From an optimization exercise on the open Yosys and OpenROAD flow, aimed at small area, a short achievable clock period and few clock cycles per item; shortcuts taken in it are not production practice. In this exercise RTL edits were held to simulation tests only and were not proved equivalent to the original. Power is estimated from default activity; no workload was simulated.

==> module dotoptact, before the edit <==
module dotoptact(input logic clk, input logic rst_n,
           output logic slave_waitrequest,
           input logic [3:0] slave_address,
           input logic slave_read, output logic [31:0] slave_readdata,
           input logic slave_write, input logic [31:0] slave_writedata,
           input logic master_waitrequest,
           output logic [31:0] master_address,
           output logic master_read, input logic [31:0] master_readdata, input logic master_readdatavalid,
           output logic master_write, output logic [31:0] master_writedata,
           input logic master2_waitrequest,
           output logic [31:0] master2_address,
           output logic master2_read, input logic [31:0] master2_readdata, input logic master2_readdatavalid,
           output logic master2_write, output logic [31:0] master2_writedata);
    logic [31:2] r1, r2, r3, r4;
    logic [8:0] r5;
    logic [3:0] r7q;         
    wire r7 = |r7q;
    logic wr_q;
    logic ok;
    wire wxfer = slave_write & ~wr_q;
    wire start = wxfer & (slave_address == 4'd0);
    logic ibusy, ibias;
    logic pstart;            
    logic [31:2] waddr;
    logic [8:0] icnt;
    logic icnt1;             
    wire itx = ibusy & ~master_waitrequest;
    wire atlast = ibusy & ~ibias & icnt1;                   
    wire ilast = atlast & ~master_waitrequest;
    wire inew = (start & ~ibusy) | (ilast & (pstart | start));
    wire iload = ~ibusy | atlast;
    wire [31:2] waddr_d = iload ? r1 : ibias ? r2 : waddr + 30'd1;
    wire [8:0] icnt_d = iload ? r5 : ibias ? icnt : icnt - 9'd1;
    wire ien = (start & ~ibusy) | itx;
    logic v1;
    logic [31:0] w1, w2, a3;
    logic [15:0] one2, two2, neg2, one3, two3, neg3;
    logic ractive;
    logic [8:0] rcnt;
    logic [31:2] saddr;
    wire isb1 = v1 & ~ractive;
    wire isw1 = m2rd;        
    logic q2, b2, l2, b3, l3, b4, l4;
    logic m2rd, m2wr;
    logic [31:2] m2addr;
    logic [47:16] s4, c4;
    logic k4;
    logic [47:16] sm, cm;
    logic km;
    logic [31:0] sum, wdata;
    logic bpend;             
    logic uvalid;            
    logic opend;             
    logic [31:2] oaddr;
    logic oact;
    logic sdone, wpend;
    wire wrdo = m2wr;        
    assign slave_waitrequest = wr_q;
    assign slave_readdata = 32'd0;
    assign master_write = 1'b0;
    assign master_writedata = 32'd0;
    assign master_read = ibusy;
    assign master_address = {waddr, 2'b00};
    assign master2_read = m2rd;
    assign master2_write = m2wr;
    assign master2_address = {m2addr, 2'b00};
    assign master2_writedata = wdata;
    wire [3:0] hb = oaddr[11:8] - r3[11:8];
    wire hazard = uvalid & (hb <= {1'b0, r5[8:6]} + 4'd1);
    always_comb begin
        case (slave_address)
            4'd0: ok = ~pstart & ~bpend & ~opend & ~hazard;
            4'd1, 4'd2: ok = ~ibias & ~pstart;
            4'd3, 4'd5: ok = ~bpend;
            4'd4, 4'd7: ok = ~opend;
            default: ok = 1'b1;
        endcase
        if (slave_read) ok = ~uvalid;
    end
    wire uvalid_n = start | (uvalid & ~(wrdo & ~opend));
    logic ractive_n, wpend_n, oact_n;
    logic [31:2] saddr_n, oaddr_n;
    always_comb begin
        ractive_n = ractive;
        if (isb1) ractive_n = 1'b1;
        else if (isw1 & (rcnt == 9'd1)) ractive_n = 1'b0;
        saddr_n = saddr;
        if (isb1) saddr_n = r3;
        else if (isw1) saddr_n = saddr + 30'd1;
        wpend_n = wpend;
        if (sdone & ~wpend) wpend_n = 1'b1;
        else if (wrdo) wpend_n = 1'b0;
        oaddr_n = oaddr;
        oact_n = oact;
        if ((start & (~uvalid | (wrdo & ~opend))) | (wrdo & opend)) begin
            oaddr_n = r4;
            oact_n = r7;
        end
    end
    wire m2rd_n = master_readdatavalid & ractive_n;
    logic [31:0] acc_y;
    dot_acc ac(.a(b4 ? 32'd0 : sum), .s(s4), .c(c4), .k(k4), .y(acc_y));
    dot_booth be(.w(w2), .one(one2), .two(two2), .neg(neg2));
    dot_multree mt(.a(a3), .one(one3), .two(two3), .neg(neg3), .s(sm), .c(cm), .k(km));
    always_ff @(posedge clk) begin
        if (wxfer) begin
            case (slave_address)
                4'd1: r1 <= slave_writedata[31:2];
                4'd2: r2 <= slave_writedata[31:2];
                4'd3: r3 <= slave_writedata[31:2];
                4'd4: r4 <= slave_writedata[31:2];
                4'd5: r5 <= slave_writedata[8:0];
                4'd7: r7q <= {|slave_writedata[31:24], |slave_writedata[23:16],
                               |slave_writedata[15:8], |slave_writedata[7:0]};
                default: ;
            endcase
        end
        if (ien) begin
            waddr <= waddr_d;
            icnt <= icnt_d;
            icnt1 <= icnt_d == 9'd1;
        end
        w1 <= master_readdata;
        w2 <= w1;
        one3 <= one2;
        two3 <= two2;
        neg3 <= neg2;
        if (isb1) rcnt <= r5;
        else if (isw1) rcnt <= rcnt - 9'd1;
        saddr <= saddr_n;
        m2addr <= m2rd_n ? saddr_n : oaddr_n;
        a3 <= b2 ? 32'h0001_0000 : (q2 ? master2_readdata : 32'd0);
        s4 <= sm;
        c4 <= cm;
        k4 <= km;
        sum <= acc_y;
        if (sdone & ~wpend) wdata <= (oact & sum[31]) ? 32'd0 : sum;
        oaddr <= oaddr_n;
        oact <= oact_n;
        if (!rst_n) begin
            wr_q <= 1'b0;
            ibusy <= 1'b0;
            ibias <= 1'b0;
            pstart <= 1'b0;
            v1 <= 1'b0;
            q2 <= 1'b0;
            b2 <= 1'b0;
            l2 <= 1'b0;
            b3 <= 1'b0;
            l3 <= 1'b0;
            b4 <= 1'b0;
            l4 <= 1'b0;
            m2rd <= 1'b0;
            m2wr <= 1'b0;
            ractive <= 1'b0;
            bpend <= 1'b0;
            uvalid <= 1'b0;
            opend <= 1'b0;
            sdone <= 1'b0;
            wpend <= 1'b0;
        end else begin
            wr_q <= ~(~uvalid_n | ((slave_write | slave_read) & wr_q & ok));
            if (inew) begin
                ibusy <= 1'b1;
                ibias <= 1'b1;
            end else if (itx) begin
                ibias <= 1'b0;
                if (ilast) ibusy <= 1'b0;
            end
            if (start & ibusy & ~ilast) pstart <= 1'b1;
            else if (ilast) pstart <= 1'b0;
            v1 <= master_readdatavalid;
            ractive <= ractive_n;
            m2rd <= m2rd_n;
            m2wr <= wpend_n & ~m2rd_n;
            q2 <= isw1;
            b2 <= isb1;
            l2 <= isw1 & (rcnt == 9'd1);
            b3 <= b2;
            l3 <= l2;
            b4 <= b3;
            l4 <= l3;
            if (start) bpend <= 1'b1;
            else if (isb1) bpend <= 1'b0;
            uvalid <= uvalid_n;
            if (start & uvalid & ~(wrdo & ~opend)) opend <= 1'b1;
            else if (wrdo) opend <= 1'b0;
            if (l4) sdone <= 1'b1;
            else if (~wpend) sdone <= 1'b0;
            wpend <= wpend_n;
        end
    end
endmodule
Settings: LEC_CHECK=0, ABC_AREA=1, CAP_MARGIN=20, CORE_MARGIN=2, CORE_UTILIZATION=40, SLEW_MARGIN=20; clock period 15.0 ns.
standard.sh (not shown) runs the stock make flow with config.mk's settings and CLKGATE_MAP_FILE= SYNTH_SCRIPT=/design/flow/synth_recipe.tcl, a recipe that flattens the netlist after the stock synthesis.
==> flow/flow/run.sh <==
#!/bin/bash
# Layout flow: the standard flow (standard.sh) with these changes:
#  - synthesis runs the standard flow's own synth_recipe.tcl with -noabc added to its synth
#    calls. That skips only the quick "abc -fast" inside Yosys's synth command
#    (ORFS's full ABC mapping still runs afterwards), so that extract_fa finds the
#    multiplier tree's full adders without inverters between them. The registers
#    and their names are those of the standard synthesis.
#  - ORFS's timing repair aims at a setup slack of SETUP_SLACK_MARGIN ns below
#    the 15 ns constraint (a shorter period), on the worst path only
#    (TNS_END_PERCENT=0), and the port buffers start out as buf_2.
#  - clock tree synthesis runs with ORFS's default arguments plus
#    -dont_use_dummy_load.
# The constraints are not changed. make's output goes to flow_make.log; each ORFS
# step keeps its own log under orfs/logs.
set -euo pipefail
cd "$(dirname "$0")/.."
sed 's/yosys synth -nofsm -noshare /yosys synth -nofsm -noshare -noabc /' synth_recipe.tcl > synth_recipe_noabc.tcl
grep -q -- '-noabc' synth_recipe_noabc.tcl
bash standard.sh SYNTH_SCRIPT="$PWD/synth_recipe_noabc.tcl" SETUP_SLACK_MARGIN=10.8 \
    TNS_END_PERCENT=0 "BUFFER_PORTS_ARGS=-buffer_cell sky130_fd_sc_hd__buf_2" \
    "CTS_ARGS=-sink_clustering_enable -repair_clock_nets -dont_use_dummy_load" \
    finish > flow_make.log 2>&1
The starting point completed without violations.
Testbench counts at the start, summed over its fixed seeds: cycles 25,402, items 723.
==> next run, changes <==
--- a/flow/design.v
+++ b/flow/design.v
@@ -64,10 +64,10 @@
     assign master2_read = m2rd;
     assign master2_write = m2wr;
     assign master2_address = {m2addr, 2'b00};
     assign master2_writedata = wdata;
-    wire [3:0] hb = oaddr[11:8] - r3[11:8];
-    wire hazard = uvalid & (hb <= {1'b0, r5[8:6]} + 4'd1);
+    wire [9:0] hd = oaddr[11:2] - r3[11:2];
+    wire hazard = uvalid & (hd < {1'b0, r5});
     always_comb begin
         case (slave_address)
             4'd0: ok = ~pstart & ~bpend & ~opend & ~hazard;
             4'd1, 4'd2: ok = ~ibias & ~pstart;
@@ -87,9 +87,9 @@
         saddr_n = saddr;
         if (isb1) saddr_n = r3;
         else if (isw1) saddr_n = saddr + 30'd1;
         wpend_n = wpend;
-        if (sdone & ~wpend) wpend_n = 1'b1;
+        if ((l4 | sdone) & ~wpend) wpend_n = 1'b1;
         else if (wrdo) wpend_n = 1'b0;
         oaddr_n = oaddr;
         oact_n = oact;
         if ((start & (~uvalid | (wrdo & ~opend))) | (wrdo & opend)) begin
@@ -98,8 +98,9 @@
         end
     end
     wire m2rd_n = master_readdatavalid & ractive_n;
     logic [31:0] acc_y;
+    wire [31:0] res = sdone ? sum : acc_y;
     dot_acc ac(.a(b4 ? 32'd0 : sum), .s(s4), .c(c4), .k(k4), .y(acc_y));
     dot_booth be(.w(w2), .one(one2), .two(two2), .neg(neg2));
     dot_multree mt(.a(a3), .one(one3), .two(two3), .neg(neg3), .s(sm), .c(cm), .k(km));
     always_ff @(posedge clk) begin
@@ -133,9 +134,9 @@
         s4 <= sm;
         c4 <= cm;
         k4 <= km;
         sum <= acc_y;
-        if (sdone & ~wpend) wdata <= (oact & sum[31]) ? 32'd0 : sum;
+        if ((l4 | sdone) & ~wpend) wdata <= (oact & res[31]) ? 32'd0 : res;
         oaddr <= oaddr_n;
         oact <= oact_n;
         if (!rst_n) begin
             wr_q <= 1'b0;
@@ -184,10 +185,9 @@
             else if (isb1) bpend <= 1'b0;
             uvalid <= uvalid_n;
             if (start & uvalid & ~(wrdo & ~opend)) opend <= 1'b1;
             else if (wrdo) opend <= 1'b0;
-            if (l4) sdone <= 1'b1;
-            else if (~wpend) sdone <= 1'b0;
+            sdone <= (l4 | sdone) & wpend;
             wpend <= wpend_n;
         end
     end
 endmodule
Result:
- sequential share of layout area drops by 0.79 points
- final cell count climbs by 1.8%
- sequential cell count is unchanged
- via count climbs by 2.4%
- die area climbs by 1.7%
- combinational power climbs by 54%
- maximum frequency drops by 0.92%
- worst hold slack stays flat
- routed wire length climbs by 5.3%
- design area climbs by 2.3%
- count of clock-buffer cells in the layout stays the same
Testbench counts after the change, summed over its fixed seeds: cycles 25,310, items 723.

-- port drivers added, routing unchanged --
In the flow no input, the clock included, has a driving cell. The finished layouts below were timed again as built, in two steps.
Step 1: set_driving_cell puts a clkbuf_16 on clk and a buf_2 on each other input, an assumption about the parent block.
Step 2 also shifts input and output timing later by t, the mid clock arrival at the registers, as if the neighbouring blocks saw the same clock.
a / b / c = ideal ports / drivers / drivers and shift; a / b = the first two.
run | t, ns | slack for setup (ns) | worst setup path after step 2
the first run | 0.694 | 10.641 / 10.572 / 10.145 | input to register
the second run | 0.717 | 10.600 / 10.589 / 9.989 | input to register
After both steps setup and hold are still met in every run listed. The setup slack of the second run, which loses most, moves by -0.011 ns with the drivers and by -0.611 ns with both steps.
